Background: an optimization exercise with open tools, aiming at small area and a short achievable clock period. Do not read the settings as production practice.
Only simulation tests tie the RTL to the original design; equivalence was not proved.
No driver is modelled on the clock port, so clocking that relies on it looks cheaper here than on a real chip.
No activity file was given, so power comes from the tool's default toggle rates.

## flow/design.v (module list and top-level ports; edited modules follow where they fit)
// module fa: 8 lines
// module fpu_mul: 1045 lines
// module add_cin24: 253 lines
// module carry_pfx: 19 lines
// module round_sel: 11 lines
module fpu_mul( input         CLK,
                input         RESET,
                input         EN,
                input  [31:0] A,
                input  [31:0] B,
                output [31:0] Z );
  // ...
==> flow/flow/run.sh <==
#!/bin/bash
# Layout flow: the standard flow (standard.sh, the ORFS make targets) with
#  - the port buffers that ORFS inserts on every input and output made with
#    sky130_fd_sc_hd__buf_1 (BUFFER_PORTS_ARGS) instead of the default choice;
#  - a POST_CTS hook (flow/skew.tcl) that clocks the second pipeline register,
#    which has no port connections, through one extra clock buffer per
#    clock-tree leaf (useful skew between internal register stages only).
# Synthesis, floorplan, placement, CTS and routing are otherwise unchanged.
# Each ORFS step writes its full log under orfs/logs/; make's own output goes
# to standard.log here.
set -euo pipefail
MARGIN=$(cat flow/margin.txt 2>/dev/null || echo 6)
BUF=$(cat flow/portbuf.txt 2>/dev/null || echo sky130_fd_sc_hd__buf_1)
HOOK=$(pwd)/flow/skew.tcl
export R2_SKEW_BUF=$(cat flow/skewbuf.txt 2>/dev/null || echo sky130_fd_sc_hd__clkbuf_2)
sed -E "s#SETUP_SLACK_MARGIN=[0-9.+-]+#SETUP_SLACK_MARGIN=${MARGIN} 'BUFFER_PORTS_ARGS=-buffer_cell ${BUF}' POST_CTS_TCL=${HOOK}#" standard.sh > standard_flow.sh
grep -q "SETUP_SLACK_MARGIN=${MARGIN} " standard_flow.sh
bash standard_flow.sh > standard.log 2>&1
==> flow/flow/margin.txt <==
6.35
==> flow/flow/skew.tcl <==
# POST_CTS hook: give the second pipeline register (hA, hB, cl2, st2, es2:
# registers whose inputs and outputs are all internal, no port and no reset
# in their fan-in or fan-out) its
# clock through one extra clock buffer per clock-tree leaf, so it is clocked a
# little later than the first and third registers.  This moves slack from the
# stage after it to the stage before it.  Registers that take inputs from the
# ports or drive the output ports keep their clock unchanged.
set block [ord::get_db_block]
set db [ord::get_db]
set bufname [expr {[info exists ::env(R2_SKEW_BUF)] ? $::env(R2_SKEW_BUF) : "sky130_fd_sc_hd__clkbuf_2"}]
set master [$db findMaster $bufname]
set pat {^(hA|hB|cl2|st2|es2)(\\|\[|\$)}
array set groups {}
foreach inst [$block getInsts] {
  set name [$inst getName]
  if {![regexp $pat $name]} continue
  set it [$inst findITerm CLK]
  if {$it eq "NULL" || $it eq ""} continue
  set net [$it getNet]
  if {$net eq "NULL" || $net eq ""} continue
  lappend groups([$net getName]) $inst
}
set k 0
set total 0
foreach netname [lsort [array names groups]] {
  set net [$block findNet $netname]
  set insts $groups($netname)
  set sx 0; set sy 0
  foreach i $insts {
    set bb [$i getBBox]
    set sx [expr {$sx + ([$bb xMin] + [$bb xMax]) / 2}]
    set sy [expr {$sy + ([$bb yMin] + [$bb yMax]) / 2}]
  }
  set n [llength $insts]
  set cx [expr {$sx / $n}]; set cy [expr {$sy / $n}]
  set buf [odb::dbInst_create $block $master "r2skew_buf_$k"]
  set nn [odb::dbNet_create $block "r2skew_net_$k"]
  $nn setSigType CLOCK
  [$buf findITerm A] connect $net
  [$buf findITerm X] connect $nn
  foreach i $insts {
    set it [$i findITerm CLK]
    $it disconnect
    $it connect $nn
  }
  $buf setLocation $cx $cy
  $buf setPlacementStatus PLACED
  incr k
  incr total $n
}
puts "r2skew: inserted $k $bufname buffers for $total registers"
global_connect
detailed_placement
check_placement -verbose
estimate_parasitics -placement
report_checks -path_delay max -format end -group_path_count 5
==> flow/flow/skewbuf.txt <==
sky130_fd_sc_hd__clkbuf_8
==> flow/standard.sh <==
#!/bin/bash
# synth_recipe.tcl (not shown) runs the flow's synth.tcl, then flattens the netlist and writes it again
# the make line also repeats each setting of config.mk as NAME=value (left out here)
make -C /OpenROAD-flow-scripts/flow DESIGN_CONFIG=/design/flow/config.mk WORK_HOME=/design/flow/orfs CLKGATE_MAP_FILE= SYNTH_SCRIPT=/design/flow/synth_recipe.tcl "${@:-finish}"
==> flow/config.mk <==
export PLATFORM = sky130hd
export DESIGN_NAME = fpu_mul
export DESIGN_NICKNAME = fpu_mul
export VERILOG_FILES = /design/flow/design.v
export SDC_FILE = /design/flow/constraint.sdc
export NUM_CORES = 4
export LEC_CHECK = 0
export ABC_AREA = 1
export CAP_MARGIN = 20
export CORE_MARGIN = 2
export CORE_UTILIZATION = 55
export SETUP_SLACK_MARGIN = 5
export SLEW_MARGIN = 20
export SYNTH_HIERARCHICAL = 1
export TNS_END_PERCENT = 10
==> flow/constraint.sdc <==
create_clock -name core_clock -period 10.0 [get_ports {CLK}]
set_input_delay 2.0000 -clock core_clock [delete_from_list [all_inputs] [get_ports {CLK}]]
set_output_delay 2.0000 -clock core_clock [all_outputs]
set_load 0.01 [all_outputs]
==> flow_metrics.env, run 1 <==
export IMPL_tritoncts="yes"
export IMPL_final_common_cell="xor2_1"
export IMPL_tightest_slew_ps=1050
export IMPL_portBuffers=98
export IMPL_synthDistinctLibCells=47
export IMPL_max_slew_margin=0.301
export IMPL_multi_input_area_sq_um=14000
export IMPL_slew_violations=0
export IMPL_timing_rr_start="neg[5]"
export IMPL_end_kind="flop"
export IMPL_clk_pin_slew_ps=90
export IMPL_routed_wl_mm=63.0
export IMPL_crit_family="adder cells"
export IMPL_gp_congestion=0.985
export IMPL_synth_top_family_by_area="adder cells"
export IMPL_yosysMostFrequentCell="xor2_1"
export IMPL_stdcell_area_sq_um=21900
export IMPL_crit_chain="buf_4, inv_1, xor2_1, fa_1, fa_1, fa_1, fa_1, fa_1"
export IMPL_vias=16500
export IMPL_irDropWorstVdd_v=0.000265
export IMPL_outcome="no timing/DRC/antenna violations"
export IMPL_layoutNonFillerInstCount=2717
export IMPL_report_final_hold_viol_count=0
export IMPL_comb_cell_power_w=0.00397
export IMPL_wl_met3_mm=7.17
export IMPL_ant_nets=0
export IMPL_critical_path_max_fanout=25
export IMPL_post_route_worst_setup_slack_ps=6360
export IMPL_synth_area_leaders="fa_1 27%, dfxtp_1 18%, xor2_1 13%"
==> module carry_pfx, before the edit <==
module carry_pfx
                 ( input  [5:0] a,
                   input  [5:0] b,
                   input          ci,
                   output         co );
wire [5:0] g = a & b;
wire [5:0] p = a | b;
wire Gl1_0 = g[1] | (p[1] & g[0]);
wire Pl1_0 = p[1] & p[0];
wire Gl1_1 = g[3] | (p[3] & g[2]);
wire Pl1_1 = p[3] & p[2];
wire Gl1_2 = g[5] | (p[5] & g[4]);
wire Pl1_2 = p[5] & p[4];
wire Gl2_0 = Gl1_1 | (Pl1_1 & Gl1_0);
wire Pl2_0 = Pl1_1 & Pl1_0;
wire Gl3_0 = Gl1_2 | (Pl1_2 & Gl2_0);
wire Pl3_0 = Pl1_2 & Pl2_0;
assign co = Gl3_0 | (Pl3_0 & ci);
endmodule
==> run 2: changes to the inputs <==
--- a/flow/design.v
+++ b/flow/design.v
@@ -1013,25 +1013,31 @@
     zero2 <= zero_r; sign2 <= sign_r;
   end
   es2 <= esum_r; cl2 <= lowsum[16]; st2 <= sticky1;
   hA <= rowA[47:16]; hB <= rowB[47:16];
 end
 wire c22;    
 carry_pfx u_c22 (.a(hA[21:16]), .b(hB[21:16]), .ci(cl2), .co(c22));
 wire x22 = hA[22], y22 = hB[22];
+wire p22 = x22 ^ y22 ^ c22;
+wire c23 = (x22 & y22) | (c22 & (x22 ^ y22));
 wire [24:0] X = hA[47:23], Y = hB[47:23];
 wire [24:0] S = X ^ Y;
 wire [24:0] C = {X[23:0] & Y[23:0], 1'b0};
-wire m, r0;    
-round_sel u_rnd (.x22(x22), .y22(y22), .s0(S[0]), .st(st2), .c22(c22), .m(m), .r0(r0));
-wire [23:0] T;    
-add_cin24 u_add (.a(S[24:1]), .b(C[24:1]), .ci(m), .s(T));
-wire [22:0] f = T[23] ? T[22:0] : {T[21:0], r0};
-wire r24 = T[23];
+wire p23 = S[0] ^ c23;
+wire up = p22 & (p23 | st2);
+wire m = (S[0] & c23) | (up & (S[0] ^ c23));
+wire [23:0] T0, T1;    
+add_cmp24 u_cmp (.a(S[24:1]), .b(C[24:1]), .s0(T0), .s1(T1));
+wire r0 = p23 ^ up;
+wire [22:0] F0 = T0[23] ? T0[22:0] : {T0[21:0], r0};
+wire [22:0] F1 = T1[23] ? T1[22:0] : {T1[21:0], r0};
+wire [22:0] f = m ? F1 : F0;
+wire r24 = m ? T1[23] : T0[23];
 wire [9:0] e2 = {1'b0, es2} - 10'd127;
 wire [9:0] e2p = {1'b0, es2} - 10'd126;
 wire zero_a = e2[9] | zero2,  inf_a = (e2[9:8] == 2'b01);
 wire zero_b = e2p[9] | zero2, inf_b = (e2p[9:8] == 2'b01);
 wire ret_zero = r24 ? zero_b : zero_a;
 wire ret_inf  = r24 ? inf_b : inf_a;
 wire [7:0] en = r24 ? e2p[7:0] : e2[7:0];
 reg        zs_r;        
@@ -1046,20 +1052,20 @@
   end else begin
     zs_r <= sign2; kz_r <= ~ret_zero; fi_r <= ret_inf & ~ret_zero; km_r <= ~(ret_zero | ret_inf);
   end
 always_ff @(posedge CLK) begin
   ze_r <= en; zm_r <= f;
 end
 assign Z = {zs_r, {8{fi_r}} | ({8{kz_r}} & ze_r), {23{km_r}} & zm_r};
 endmodule
-module add_cin24( input  [23:0] a,
+module add_cmp24( input  [23:0] a,
                   input  [23:0] b,
-                  input         ci,
-                  output [23:0] s );
+                  output [23:0] s0,
+                  output [23:0] s1 );
 wire [23:0] p = a ^ b;
 wire [23:0] g = a & b;
 wire [23:0] G1, P1;
 assign G1[0] = g[0];
 assign P1[0] = p[0];
 assign G1[1] = g[1] | (p[1] & g[0]);
 assign P1[1] = p[1] & p[0];
 assign G1[2] = g[2];
@@ -1297,40 +1303,24 @@
 assign G5[20] = G4[20] | (P4[20] & G4[15]);
 assign P5[20] = P4[20] & P4[15];
 assign G5[21] = G4[21] | (P4[21] & G4[15]);
 assign P5[21] = P4[21] & P4[15];
 assign G5[22] = G4[22] | (P4[22] & G4[15]);
 assign P5[22] = P4[22] & P4[15];
 assign G5[23] = G4[23] | (P4[23] & G4[15]);
 assign P5[23] = P4[23] & P4[15];
-assign s = p ^ {G5[22:0] | (P5[22:0] & {23{ci}}), ci};
+assign s0 = p ^ {G5[22:0], 1'b0};
+assign s1 = p ^ {G5[22:0] | P5[22:0], 1'b1};
 endmodule
 module carry_pfx
                  ( input  [5:0] a,
                    input  [5:0] b,
                    input          ci,
                    output         co );
-wire [5:0] g = a & b;
-wire [5:0] p = a | b;
-wire Gl1_0 = g[1] | (p[1] & g[0]);
-wire Pl1_0 = p[1] & p[0];
-wire Gl1_1 = g[3] | (p[3] & g[2]);
-wire Pl1_1 = p[3] & p[2];
-wire Gl1_2 = g[5] | (p[5] & g[4]);
-wire Pl1_2 = p[5] & p[4];
-wire Gl2_0 = Gl1_1 | (Pl1_1 & Gl1_0);
-wire Pl2_0 = Pl1_1 & Pl1_0;
-wire Gl3_0 = Gl1_2 | (Pl1_2 & Gl2_0);
-wire Pl3_0 = Pl1_2 & Pl2_0;
-assign co = Gl3_0 | (Pl3_0 & ci);
-endmodule
-module round_sel( input  x22, y22, s0, st, c22,
-                  output m, r0 );
-wire p22_0 = x22 ^ y22,        p22_1 = ~(x22 ^ y22);
-wire c23_0 = x22 & y22,        c23_1 = x22 | y22;
-wire p23_0 = s0 ^ c23_0,       p23_1 = s0 ^ c23_1;
-wire up_0  = p22_0 & (p23_0 | st), up_1 = p22_1 & (p23_1 | st);
-wire m_0 = (s0 & c23_0) | (up_0 & (s0 ^ c23_0));
-wire m_1 = (s0 & c23_1) | (up_1 & (s0 ^ c23_1));
-assign m  = c22 ? m_1 : m_0;
-assign r0 = c22 ? (p23_1 ^ up_1) : (p23_0 ^ up_0);
+wire [6:0] c;
+assign c[0] = ci;
+genvar i;
+generate for (i = 0; i < 6; i = i + 1) begin : cc
+  assign c[i+1] = (a[i] & b[i]) | ((a[i] | b[i]) & c[i]);
+end endgenerate
+assign co = c[6];
 endmodule
==> flow/flow/margin.txt (replaced) <==
6.3
==> flow/flow/skewbuf.txt (replaced) <==
sky130_fd_sc_hd__clkbuf_4
==> flow_metrics.env, run 2 <==
export IMPL_outcome="no timing/DRC/antenna violations"
export IMPL_finalPower_w=0.00689
export IMPL_dpl_cell_area_sq_um=20200
export IMPL_synth_flop_cell="dfxtp_1"
export IMPL_grt_start_max_net_pins=82
export IMPL_synthDistinctLibCells=45
export IMPL_portBuffers=98
export IMPL_tightest_slew_ps=1050
export IMPL_synth_cells=2225
export IMPL_core_sq_um=35400
export IMPL_grt_pass1_wl_mm=96.9
export IMPL_synthXorXnorAreaFrac=0.136
export IMPL_synth_top_family_by_area="adder cells"
export IMPL_synth_async_reset_ratio=0
export IMPL_synth_area_mux_share=0
export IMPL_end_kind="flop"
export IMPL_layout_common_cells="289 x xor2_1, 271 x o22ai_1, 260 x fa_1"
export IMPL_firstDrtPassIters=6
export IMPL_clk_pin_slew_ps=80
export IMPL_max_freq_ghz=0.267
export IMPL_synth_adder_area_share=0.339
export IMPL_die_area_sq_um=37200
export IMPL_hpwlAfterDp_mm=42.5
export IMPL_critical_path_class="flop to flop"
export IMPL_routed_wl_mm=63.6
export IMPL_die_h_microns=193
export IMPL_hold_class="flop to flop"
export IMPL_max_slew_margin=0.297
export IMPL_drt_iter0_drc=1775
export IMPL_tritoncts="yes"
export IMPL_finalClockSkew_ps=182
export IMPL_drc=0
export IMPL_insertion_delay_ps=630
export IMPL_cts_sinks=181
export IMPL_arrival_ps=4230
export IMPL_grt_usage=0.348
export IMPL_yosysMostFrequentCell="xor2_1"
export IMPL_p_per_area_nw_per_um2=315
export IMPL_core_rowCount=69
export IMPL_overflow=0
export IMPL_synth_area_leaders="fa_1 27%, dfxtp_1 18%, xor2_1 13%"
export IMPL_cp_required_ps=10490
export IMPL_avgViaCountPerCell=6.11
export IMPL_synth_nets=2665
export IMPL_report_final_hold_viol_count=0
export IMPL_yosys_area_share_simple=0.109
export IMPL_synth_edf_count=9
export IMPL_seq_area_frac_synth=0.189
export IMPL_stdcell_area_sq_um=21900
export IMPL_p_leak_nw=10.3
export IMPL_gp_congestion=0.923
export IMPL_syn_area_sq_um=19600
export IMPL_drv_cap=0
export IMPL_slew_violations=0
export IMPL_die_w_microns=193
export IMPL_antenna_found_initial=0
export IMPL_top_regs="hA (32), hB (32)"
export IMPL_critical_path_max_fanout=12
export IMPL_synth_seq_cells=181
export IMPL_irDropWorstVdd_v=0.000302
export IMPL_fin_setup_tns_ps=0
export IMPL_final_setup_viol_count=0
export IMPL_avgRoutedWirePerCell_microns=22.9
export IMPL_diodes=0
export IMPL_vias=16900
export IMPL_final_util=0.618
export IMPL_yosysWarnings=7
export IMPL_layout_area_overhead_vs_synth_pct=11.3
export IMPL_synthDominantCellAreaShare=0.269
export IMPL_yosysTopAreaCell="fa_1"
export IMPL_finalCriticalPeriod_ps=3740
export IMPL_ant_nets=0
export IMPL_avgSynthCellArea_sq_um=8.82
export IMPL_drive_above_1_share=0.130
export IMPL_start_kind="flop"
export IMPL_grt_pass1_vias=16600
export IMPL_start_util=0.555
export IMPL_num_io_pins=99
export IMPL_period_share=0.374
export IMPL_rsz0062_at_grt="yes"
export IMPL_synth_top_cells_by_count="289 x xor2_1, 272 x o22ai_1, 264 x fa_1"
export IMPL_fin_nets=2739
export IMPL_synth_compound_area_frac=0.152
export IMPL_final_common_cell="xor2_1"
-- run 2: changes by cell type after synthesis, sizes merged, moves of 4 or more --
cell    previous run  this run
clkbuf           108       117
or2               13        17
fa               260       264
nor2              52       107
buf               50        46
nand2            292       262
o22ai            251       272
o21ai             63       109
-- run 2: layout make-up, without the clock buffers --
type / count / area [sq um]
Tap cell: 461 / 577
Clock inverter: 13 / 180
Timing Repair Buffer: 182 / 1050
Inverter: 221 / 975
Fill cell: 3130 / 13500
Sequential cell: 181 / 3790
Timing Repair inverter: 21 / 138
Buffer: 13 / 97.6
Multi-Input combinational cell: 1662 / 14600
-- run 2: cells by family after synthesis --
group	Yosys count
flops	181
fa+ha+maj	373
xor+xnor	305
compound gates	509
simple gates	473
buf+inv	384
-- run 2: through the flow --
| step | cells | setup slack (ps) | hold WS, ps |
|---|---|---|---|
| floorplan | 2225 | 6300 | 323 |
| global placement | 2652 | 5580 | 325 |
| detailed placement | 2652 | 5450 | 327 |
| global route | 2773 | 6200 | 176 |
| finish | 2773 | 6260 | 180 |
-- run 2: metal layers --
metal / GRT usage / vias up / part of all wire
met5: 0 / - / 0
met4: 0.197 / 0 / 0.065
met3: 0.0820 / 271 / 0.10
met2: 0.509 / 997 / 0.42
met1: 0.475 / 8111 / 0.41
li1: - / 7562 / -
-- run 2: critical path, stage by stage, from the launching register on --
cell and delay (ps):
dfxtp_2 420, clkinvlp_2 580, o22ai_1 390, xor2_1 150, fa_1 480, fa_1 570
fa_1 410, ha_1 300, a21oi_1 130, o21ai_0 110, a21oi_1 140, nand2_1 70
-- run 2: final timing paths --
check / start / end / slack, ps / cells after the start
hold reg to reg: esum_r[8] / es2[8] / 180 / 0
hold / removal: esum_r[8] / es2[8] / 180 / 0
setup / recovery: one[1] / cl2 / 6260 / 11
setup reg to reg: one[1] / cl2 / 6260 / 11
-- run 2: power by group --
group | switching (W) | internal, W
Sequential | 0.000104 | 0.00104
Combinational | 0.00297 | 0.00197
Clock | 0.000372 | 0.000432
Total | 0.00345 | 0.00344
-- run 2: modules after synthesis (local to each module, per instance) --
module     times used  area [sq um]
carry_pfx           1           108
fpu_mul             1         12700
fa                256          20.0
add_cmp24           1          1670
==> run 3: changes to the inputs <==
==> flow/flow/skewbuf.txt (replaced) <==
sky130_fd_sc_hd__clkbuf_8
==> flow_metrics.env, run 3 <==
export IMPL_finalClockSkew_ps=149
export IMPL_syn_area_sq_um=19600
export IMPL_finalPower_w=0.00691
export IMPL_max_freq_ghz=0.267
export IMPL_grt_start_max_net_pins=82
export IMPL_crit_family="adder cells"
export IMPL_drive_above_1_share=0.128
export IMPL_diodes=0
export IMPL_end_kind="flop"
export IMPL_layout_area_overhead_vs_synth_pct=11.4
export IMPL_top_regs="hA (32), hB (32)"
export IMPL_holdPathEnd="es2[8]"
export IMPL_cpPeakStageDelay_ps=560
export IMPL_synth_nets=2665
export IMPL_period_share=0.375
export IMPL_grt_usage=0.348
export IMPL_critPathSlowestCell="xor2_1"
export IMPL_synth_edf_count=9
export IMPL_avgViaCountPerCell=6.10
export IMPL_synth_area_leaders="fa_1 27%, dfxtp_1 18%, xor2_1 13%"
export IMPL_start_kind="flop"
export IMPL_synth_top_cells_by_count="289 x xor2_1, 272 x o22ai_1, 264 x fa_1"
export IMPL_p_per_area_nw_per_um2=316
export IMPL_die_h_microns=193
export IMPL_final_common_cell="xor2_1"
export IMPL_ff_latch_area_sq_um=3790
export IMPL_fin_setup_tns_ps=0
export IMPL_gp_congestion=0.923
export IMPL_outcome="no timing/DRC/antenna violations"
export IMPL_drc=0
export IMPL_cp_required_ps=10470
export IMPL_overflow=0
export IMPL_holdCritStartpoint="esum_r[8]"
export IMPL_tritoncts="yes"
export IMPL_ant_nets=0
export IMPL_yosysTopAreaCell="fa_1"
export IMPL_hold_depth=0
export IMPL_reg2regPathDepth=11
export IMPL_grt_pass1_wl_mm=97.0
export IMPL_synth_cells=2225
export IMPL_max_slew_margin=0.337
export IMPL_hpwlAfterDp_mm=42.5
export IMPL_cts_sinks=181
export IMPL_core_rowCount=69
export IMPL_p_leak_nw=10.3
export IMPL_antenna_found_initial=0
export IMPL_drv_cap=0
export IMPL_hold_class="flop to flop"
export IMPL_grt_pass1_vias=16600
export IMPL_synth_async_reset_ratio=0
export IMPL_synthDominantCellAreaShare=0.269
export IMPL_insertion_delay_ps=590
export IMPL_layout_common_cells="289 x xor2_1, 271 x o22ai_1, 260 x fa_1"
export IMPL_synth_flop_cell="dfxtp_1"
export IMPL_timing_rr_start="neg[7]"
export IMPL_drt_iter0_drc=1968
export IMPL_start_util=0.555
export IMPL_firstDrtPassIters=6
export IMPL_tightest_slew_ps=993
export IMPL_fin_hold_ws_ps=205
export IMPL_critical_path_max_fanout=25
export IMPL_yosysWarnings=7
export IMPL_multi_input_area_sq_um=14500
export IMPL_critical_path_class="flop to flop"
export IMPL_dpl_cell_area_sq_um=20200
export IMPL_die_w_microns=193
export IMPL_rsz0062_at_grt="yes"
export IMPL_yosysMostFrequentCell="xor2_1"
export IMPL_crit_chain="buf_4, inv_1, xor2_1, fa_1, fa_1, fa_1, ha_1, a21oi_1, o21ai_0, a21oi_1, nand2_1"
export IMPL_portBuffers=98
export IMPL_synthDistinctLibCells=45
export IMPL_stdcell_area_sq_um=21900
export IMPL_path_buf_inv=2
export IMPL_routed_wl_mm=63.8
export IMPL_report_final_hold_viol_count=0
export IMPL_arrival_ps=4220
export IMPL_synth_seq_cells=181
export IMPL_num_io_pins=99
export IMPL_avgSynthCellArea_sq_um=8.82
export IMPL_finalCriticalPeriod_ps=3750
export IMPL_die_area_sq_um=37200
export IMPL_fin_nets=2738
export IMPL_crit_top_cell="fa_1"
export IMPL_clk_pin_slew_ps=80
export IMPL_pre_cts_ws_ps=5450
export IMPL_seq_area_frac_synth=0.189
export IMPL_vias=16900
export IMPL_final_setup_viol_count=0
export IMPL_core_sq_um=35400
export IMPL_worstReg2RegEnd="cl2"
export IMPL_avgRoutedWirePerCell_microns=23.0
export IMPL_irDropWorstVdd_v=0.000305
export IMPL_slew_violations=0
export IMPL_fillers=3136
export IMPL_post_route_worst_setup_slack_ps=6250
export IMPL_reg2reg_slack_ps=6250
==> run 3: cell count changes in the layout (fill, tap and decap cells not counted), moves of 2 or more <==
cell	delta
clkbuf_4	-13
clkbuf_8	+13
ha_1	+3
buf_4	-2
ha_4	-2
==> run 3: layer usage <==
layer | wire length, microns | global-route usage
met2 | 26500 | 0.508
met3 | 7030 | 0.0838
met5 | 0 | 0
met4 | 4170 | 0.199
met1 | 26000 | 0.475
==> run 3: worst max-delay path by stage <==
stage,to,depth (start not counted),from
global route,cl2,12,ma[8]
floorplan,cl2,13,ma[7]
global placement,cl2,12,ma[10]
detailed placement,cl2,12,ma[10]
finish,cl2,11,neg[7]
==> run 3: modules after synthesis (local to each module, per instance) <==
module     times used  flops+latches  cells  cell area [sq um]
fa                256              0      1               20.0
carry_pfx           1              0     26                108
add_cmp24           1              0    276               1670
fpu_mul             1            181   1667              12700
==> run 3: per-stage QoR <==
stage / util / instances
5_1_grt: 0.618 / 2772
3_5_place_dp: 0.570 / 2652
6_report: 0.618 / 2772
2_1_floorplan: - / 2225
3_3_place_gp: 0.570 / 2652
==> run 3: power breakdown <==
| part | internal, W | switching [W] |
|---|---|---|
| Combinational | 0.00194 | 0.00295 |
| Clock | 0.000486 | 0.000383 |
| Sequential | 0.00104 | 0.000102 |
==> run 3: logic make-up (layout without fill, tap and decap cells) <==
family / Yosys count / after routing / synth area share
AO/OA/AOI/OAI: 509 / 509 / 0.152
AND/OR/NAND/NOR: 473 / 475 / 0.109
XOR/XNOR: 305 / 305 / 0.136
adder cells (fa/ha/maj): 373 / 373 / 0.339
flip-flops: 181 / 181 / 0.189
buffers and inverters: 384 / 468 / 0.0752
==> run 3: layout make-up, without the clock buffers <==
class | instances | share of cell area
buffer | 13 | 0.00818
clock inverter | 13 | 0.00824
inverter | 221 | 0.0445
multi-input combinational | 1662 | 0.665
sequential | 181 | 0.173
tap | 461 | 0.0264
timing repair buffer | 180 | 0.0471
timing repair inverter | 22 | 0.00652
==> run 4: changes to the inputs <==
==> flow/flow/margin.txt (replaced) <==
6.6
==> flow_metrics.env, run 4 <==
export IMPL_overflow=0
export IMPL_hpwlAfterDp_mm=43.2
export IMPL_avgViaCountPerCell=6.25
export IMPL_reg2regPathDepth=11
export IMPL_synth_top_cells_by_count="289 x xor2_1, 272 x o22ai_1, 264 x fa_1"
export IMPL_cpPeakStageDelay_ps=520
export IMPL_rsz0062_at_grt="yes"
export IMPL_synth_area_leaders="fa_1 27%, dfxtp_1 18%, xor2_1 13%"
export IMPL_cp_required_ps=10520
export IMPL_power_switching_w=0.00368
export IMPL_p_leak_nw=10.8
export IMPL_synth_cells=2225
export IMPL_irDropWorstVdd_v=0.000370
export IMPL_outcome="no timing/DRC/antenna violations"
export IMPL_end_kind="flop"
export IMPL_switching_share=0.497
export IMPL_p_comb_frac=0.738
export IMPL_die_w_microns=193
export IMPL_clk_pin_slew_ps=80
export IMPL_tritoncts="yes"
export IMPL_p_per_area_nw_per_um2=318
export IMPL_yosysTopAreaCell="fa_1"
export IMPL_seq_area_frac_synth=0.189
export IMPL_layout_common_cells="279 x xor2_1, 242 x o22ai_1, 236 x nand2_1"
export IMPL_hold_depth=0
export IMPL_finalCriticalPeriod_ps=3590
export IMPL_synthDominantCellAreaShare=0.269
export IMPL_core_sq_um=35400
export IMPL_antenna_found_initial=1
export IMPL_firstDrtPassIters=7
export IMPL_power_internal_w=0.00373
export IMPL_finalPower_w=0.00742
export IMPL_pre_cts_ws_ps=5710
export IMPL_critical_path_max_fanout=18
export IMPL_synth_nets=2665
export IMPL_drive_above_1_share=0.204
export IMPL_period_share=0.359
export IMPL_synth_edf_count=9
export IMPL_synthDistinctLibCells=45
export IMPL_diodes=0
export IMPL_final_common_cell="xor2_1"
export IMPL_crit_chain="buf_6, xor2_1, fa_1, fa_2, fa_1, fa_1, ha_4, nand4_1, nor3_1, nand2_1, nand2_1"
export IMPL_reg2reg_slack_ps=6410
export IMPL_start_util=0.555
export IMPL_drc=0
export IMPL_portBuffers=98
export IMPL_post_route_worst_setup_slack_ps=6410
export IMPL_num_io_pins=99
export IMPL_drt_iter0_drc=1969
export IMPL_synth_async_reset_ratio=0
export IMPL_layoutNonFillerInstCount=2857
export IMPL_fin_setup_tns_ps=0
export IMPL_worstReg2RegEnd="cl2"
export IMPL_drv_cap=0
export IMPL_grt_start_max_net_pins=84
export IMPL_grt_pass1_wl_mm=103
export IMPL_start_kind="flop"
export IMPL_routed_wl_mm=70.9
export IMPL_max_freq_ghz=0.278
export IMPL_layout_area_overhead_vs_synth_pct=18.8
export IMPL_max_slew_margin=0.334
export IMPL_dp_cells=2641
export IMPL_yosysWarnings=7
export IMPL_synth_flop_cell="dfxtp_1"
export IMPL_gp_congestion=0.988
export IMPL_grt_pass1_vias=17200
export IMPL_syn_area_sq_um=19600
export IMPL_slew_violations=0
export IMPL_crit_top_cell="fa_1"
export IMPL_avgSynthCellArea_sq_um=8.82
export IMPL_p_seq_frac=0.154
export IMPL_insertion_delay_ps=590
export IMPL_hold_class="flop to flop"
export IMPL_cts_sinks=181
export IMPL_grt_usage=0.377
export IMPL_critical_path_class="flop to flop"
export IMPL_holdCritStartpoint="esum_r[8]"
export IMPL_core_rowCount=69
export IMPL_finalClockSkew_ps=163
export IMPL_fin_nets=2823
export IMPL_critPathSlowestCell="fa_1"
export IMPL_timing_rr_start="neg[1]"
export IMPL_report_final_hold_viol_count=0
export IMPL_die_area_sq_um=37200
export IMPL_tightest_slew_ps=1000
export IMPL_die_h_microns=193
export IMPL_yosysMostFrequentCell="xor2_1"
export IMPL_ant_nets=0
export IMPL_arrival_ps=4120
export IMPL_avgRoutedWirePerCell_microns=24.8
export IMPL_clock_power_share=0.108
export IMPL_synth_seq_cells=181
export IMPL_fillers=3010
export IMPL_final_setup_viol_count=0
export IMPL_holdPathEnd="es2[8]"
export IMPL_top_regs="hA (32), hB (32)"
export IMPL_vias=17900
run 4: cell counts after synthesis:
Identical to the previous run, type by type.
run 4: critical path, delay by kind of cell, from the launching register on:
family	cells	cell delay, ps
adders and majority gates	5	2170
DFF	1	510
and+or+nand+nor	4	380
buffers and inverters	1	310
xor gates and xnor gates	1	280
run 4: layer usage:
layer	GRT usage	share of wire
met1	0.502	0.39
met2	0.548	0.41
met3	0.112	0.13
met4	0.214	0.069
met5	0	0
run 4: cells by family (layout without fill, tap and decap cells):
family | Yosys count | after routing | share of synthesized area
AOI/OAI and AO/OA | 509 | 509 | 0.152
buffers and inverters | 384 | 553 | 0.0752
adders and majority gates | 373 | 373 | 0.339
and+or+nand+nor | 473 | 475 | 0.109
DFF | 181 | 181 | 0.189
xor gates and xnor gates | 305 | 305 | 0.136
run 4: worst max path at each step:
stage / start / to / slack [ps]
3_5_place_dp: hA[24] / km_r / 5710
2_1_floorplan: two[0] / cl2 / 6530
6_report: neg[1] / cl2 / 6410
3_3_place_gp: hA[24] / km_r / 5750
5_1_grt: hB[16] / km_r / 6340
run 4: layout make-up, without the clock buffers:
cell class                      count  area, sq um  area share
Timing Repair inverter             31          220     0.00944
Tap cell                          461          577      0.0247
Inverter                          221         1110      0.0475
Sequential cell                   181         3860       0.165
Clock inverter                     12          114     0.00488
Buffer                             12          165     0.00708
Timing Repair Buffer              257         1790      0.0769
Multi-Input combinational cell   1662        15000       0.645
run 4: power by group through the flow:
| stage | Combinational, W | Sequential, W | Clock (W) |
|---|---|---|---|
| finish | 0.00548 | 0.00114 | 0.000798 |
| detailed placement | 0.00471 | 0.00115 | 0 |
| global route | 0.00611 | 0.00117 | 0.000845 |
| floorplan | 0.00350 | 0.00112 | 0 |
| global placement | 0.00459 | 0.00115 | 0 |
run 4: stage by stage:
stage,hold slack (ps),instance area [sq um],utilization
after floorplan,323,19900,-
after global placement,325,20200,0.570
after detailed placement,327,20200,0.570
after global routing,214,23300,0.659
final,216,23300,0.659
run 4: per-module statistics from Yosys (local to each module, per instance):
module | cells inside | times used | area [sq um]
fpu_mul | 1667 | 1 | 12700
add_cmp24 | 276 | 1 | 1670
carry_pfx | 26 | 1 | 108
fa | 1 | 256 | 20.0
==> run 5: changes to the inputs <==
==> flow/flow/margin.txt (replaced) <==
6.45
==> flow_metrics.env, run 5 <==
export IMPL_outcome="no timing/DRC/antenna violations"
export IMPL_portBuffers=98
export IMPL_tightest_slew_ps=1050
export IMPL_reg2regPathDepth=8
export IMPL_critical_path_class="flop to flop"
export IMPL_finalCriticalPeriod_ps=3670
export IMPL_avgViaCountPerCell=6.24
export IMPL_synth_async_reset_ratio=0
export IMPL_synthDistinctLibCells=45
export IMPL_max_freq_ghz=0.272
export IMPL_diodes=0
export IMPL_timing_rr_start="neg[5]"
export IMPL_synth_nets=2665
export IMPL_grt_pass1_vias=17500
export IMPL_p_leak_nw=10.7
export IMPL_drv_cap=0
export IMPL_grt_usage=0.379
export IMPL_hold_depth=0
export IMPL_yosysWarnings=7
export IMPL_die_w_microns=193
export IMPL_dpl_cell_area_sq_um=20100
export IMPL_holdCritStartpoint="esum_r[4]"
export IMPL_p_per_area_nw_per_um2=317
export IMPL_top_regs="hA (32), hB (32)"
export IMPL_vias=17700
export IMPL_reg2reg_slack_ps=6330
export IMPL_die_area_sq_um=37200
export IMPL_clk_pin_slew_ps=90
export IMPL_holdPathEnd="es2[4]"
export IMPL_synthDominantCellAreaShare=0.269
export IMPL_post_route_worst_setup_slack_ps=6330
export IMPL_start_util=0.555
export IMPL_ant_nets=0
export IMPL_seq_area_frac_synth=0.189
export IMPL_critPathSlowestCell="fa_1"
export IMPL_yosysMostFrequentCell="xor2_1"
export IMPL_multi_input_area_sq_um=14800
export IMPL_irDropWorstVdd_v=0.000402
export IMPL_avgSynthCellArea_sq_um=8.82
export IMPL_core_sq_um=35400
export IMPL_synth_cells=2225
export IMPL_synth_seq_cells=181
export IMPL_fin_setup_tns_ps=0
export IMPL_drc=0
export IMPL_fillers=3051
export IMPL_crit_top_cell="fa_1"
export IMPL_pre_cts_ws_ps=5560
export IMPL_ff_latch_area_sq_um=3840
export IMPL_grt_start_max_net_pins=84
export IMPL_worstReg2RegEnd="hB[34]"
export IMPL_start_kind="flop"
export IMPL_die_h_microns=193
export IMPL_synth_flop_cell="dfxtp_1"
export IMPL_fin_nets=2805
export IMPL_insertion_delay_ps=600
export IMPL_synth_top_cells_by_count="289 x xor2_1, 272 x o22ai_1, 264 x fa_1"
export IMPL_drive_above_1_share=0.172
export IMPL_overflow=0
export IMPL_period_share=0.367
export IMPL_yosysTopAreaCell="fa_1"
export IMPL_routed_wl_mm=69.4
export IMPL_cts_sinks=181
export IMPL_drt_iter0_drc=2146
export IMPL_rsz0062_at_grt="yes"
export IMPL_report_final_hold_viol_count=0
export IMPL_tritoncts="yes"
export IMPL_end_kind="flop"
export IMPL_gp_congestion=0.968
export IMPL_finalClockSkew_ps=162
export IMPL_layout_common_cells="282 x xor2_1, 268 x o22ai_1, 247 x fa_1"
export IMPL_max_slew_margin=0.301
export IMPL_synth_area_leaders="fa_1 27%, dfxtp_1 18%, xor2_1 13%"
export IMPL_cp_required_ps=10470
export IMPL_avgRoutedWirePerCell_microns=24.5
export IMPL_antenna_found_initial=1
export IMPL_final_common_cell="xor2_1"
export IMPL_cpPeakStageDelay_ps=530
export IMPL_final_setup_viol_count=0
export IMPL_stdcell_area_sq_um=22900
export IMPL_critical_path_max_fanout=25
export IMPL_slew_violations=0
export IMPL_grt_pass1_wl_mm=104
export IMPL_layout_area_overhead_vs_synth_pct=16.5
export IMPL_core_rowCount=69
export IMPL_hold_class="flop to flop"
export IMPL_synth_edf_count=9
export IMPL_arrival_ps=4140
export IMPL_num_io_pins=99
export IMPL_crit_chain="buf_4, inv_1, xor2_1, fa_1, fa_1, fa_1, fa_1, fa_1"
export IMPL_firstDrtPassIters=7
export IMPL_syn_area_sq_um=19600
export IMPL_hpwlAfterDp_mm=42.4
## run 5: layout make-up, without the clock buffers
cell class	count	area share
Tap cell	461	0.0252
Inverter	221	0.0463
Sequential cell	181	0.168
Multi-Input combinational cell	1661	0.645
Timing Repair inverter	31	0.00919
Clock inverter	15	0.00930
Timing Repair Buffer	241	0.0716
Buffer	11	0.00662
## run 5: cells by family (layout without fill, tap and decap cells)
| family | Yosys count | in the layout | synth area share |
|---|---|---|---|
| AOI/OAI and AO/OA | 509 | 509 | 0.152 |
| buffers and inverters | 384 | 536 | 0.0752 |
| xor gates and xnor gates | 305 | 305 | 0.136 |
| DFF | 181 | 181 | 0.189 |
| adders and majority gates | 373 | 373 | 0.339 |
| and+or+nand+nor | 473 | 474 | 0.109 |
## run 5: how the worst max path moves through the flow
stage | start | end | slack [ps] | depth (start not counted)
after global routing | hB[16] | fi_r | 6290 | 21
final | neg[5] | hB[34] | 6330 | 8
after global placement | hA[24] | km_r | 5620 | 20
after floorplan | two[0] | cl2 | 6470 | 14
after detailed placement | hA[24] | km_r | 5560 | 20
## run 5: per-module statistics from Yosys (local to each module, per instance)
| module | times used | cell area [sq um] | flops+latches |
|---|---|---|---|
| add_cmp24 | 1 | 1670 | 0 |
| fpu_mul | 1 | 12700 | 181 |
| fa | 256 | 20.0 | 0 |
| carry_pfx | 1 | 108 | 0 |
## run 5: where the power goes
part / internal [W] / total, W / switching (W)
Clock: 0.000466 / 0.000872 / 0.000406
Combinational: 0.00215 / 0.00524 / 0.00309
Sequential: 0.00104 / 0.00114 / 0.0000983
Total: 0.00366 / 0.00725 / 0.00360
## run 5: critical path, delay by kind of cell (launching register included)
family	cells	cell delay, ps
fa+ha+maj	5	2370
flops	1	310
buf+inv	2	750
xor+xnor	1	230
## run 5: per-layer routing
layer / track usage / wire [microns]
met1: 0.500 / 27000
met2: 0.544 / 28800
met3: 0.126 / 8990
met4: 0.218 / 4670
met5: 0 / 13
## run 5: metrics by stage
step / total power (W) / std cells / hold WS [ps] / utilization
after floorplan: 0.00460 / 2225 / 323 / -
after global placement: 0.00567 / 2643 / 327 / 0.568
after detailed placement: 0.00578 / 2643 / 327 / 0.568
after global routing: 0.00798 / 2839 / 200 / 0.646
final: 0.00725 / 2839 / 206 / 0.646

==> re-timing with driven ports <==
No port has a modelled driver above. Below, the same layouts with a new extraction and two added sets of constraints.
Step 1, drivers: a clkbuf_16 drives CLK and a buf_2 each remaining input, both assumed.
Step 2, shift: input delay + t, output delay - t, t = (earliest + latest rising clock arrival at the registers) / 2. This alone moves slack from input paths to output paths.
Slacks: no drivers / after step 1 / after step 2; pairs: no drivers / after step 1.
| run | t, ns | slack for setup (ns) | pins driven straight from the clock port |
|---|---|---|---|
| run 1 | 0.581 | 6.355 / 6.355 / 6.011 | 1 |
| run 2 | 0.595 | 6.260 / 6.260 / 6.191 | 1 |
| run 3 | 0.577 | 6.255 / 6.255 / 6.207 | 1 |
| run 4 | 0.569 | 6.408 / 6.408 / 6.016 | 1 |
| run 5 | 0.578 | 6.330 / 6.330 / 6.023 | 1 |
After both steps every run listed still meets setup and hold. The setup slack of run 4, which loses most, moves by 0.000 ns with the drivers and by -0.392 ns with both steps.
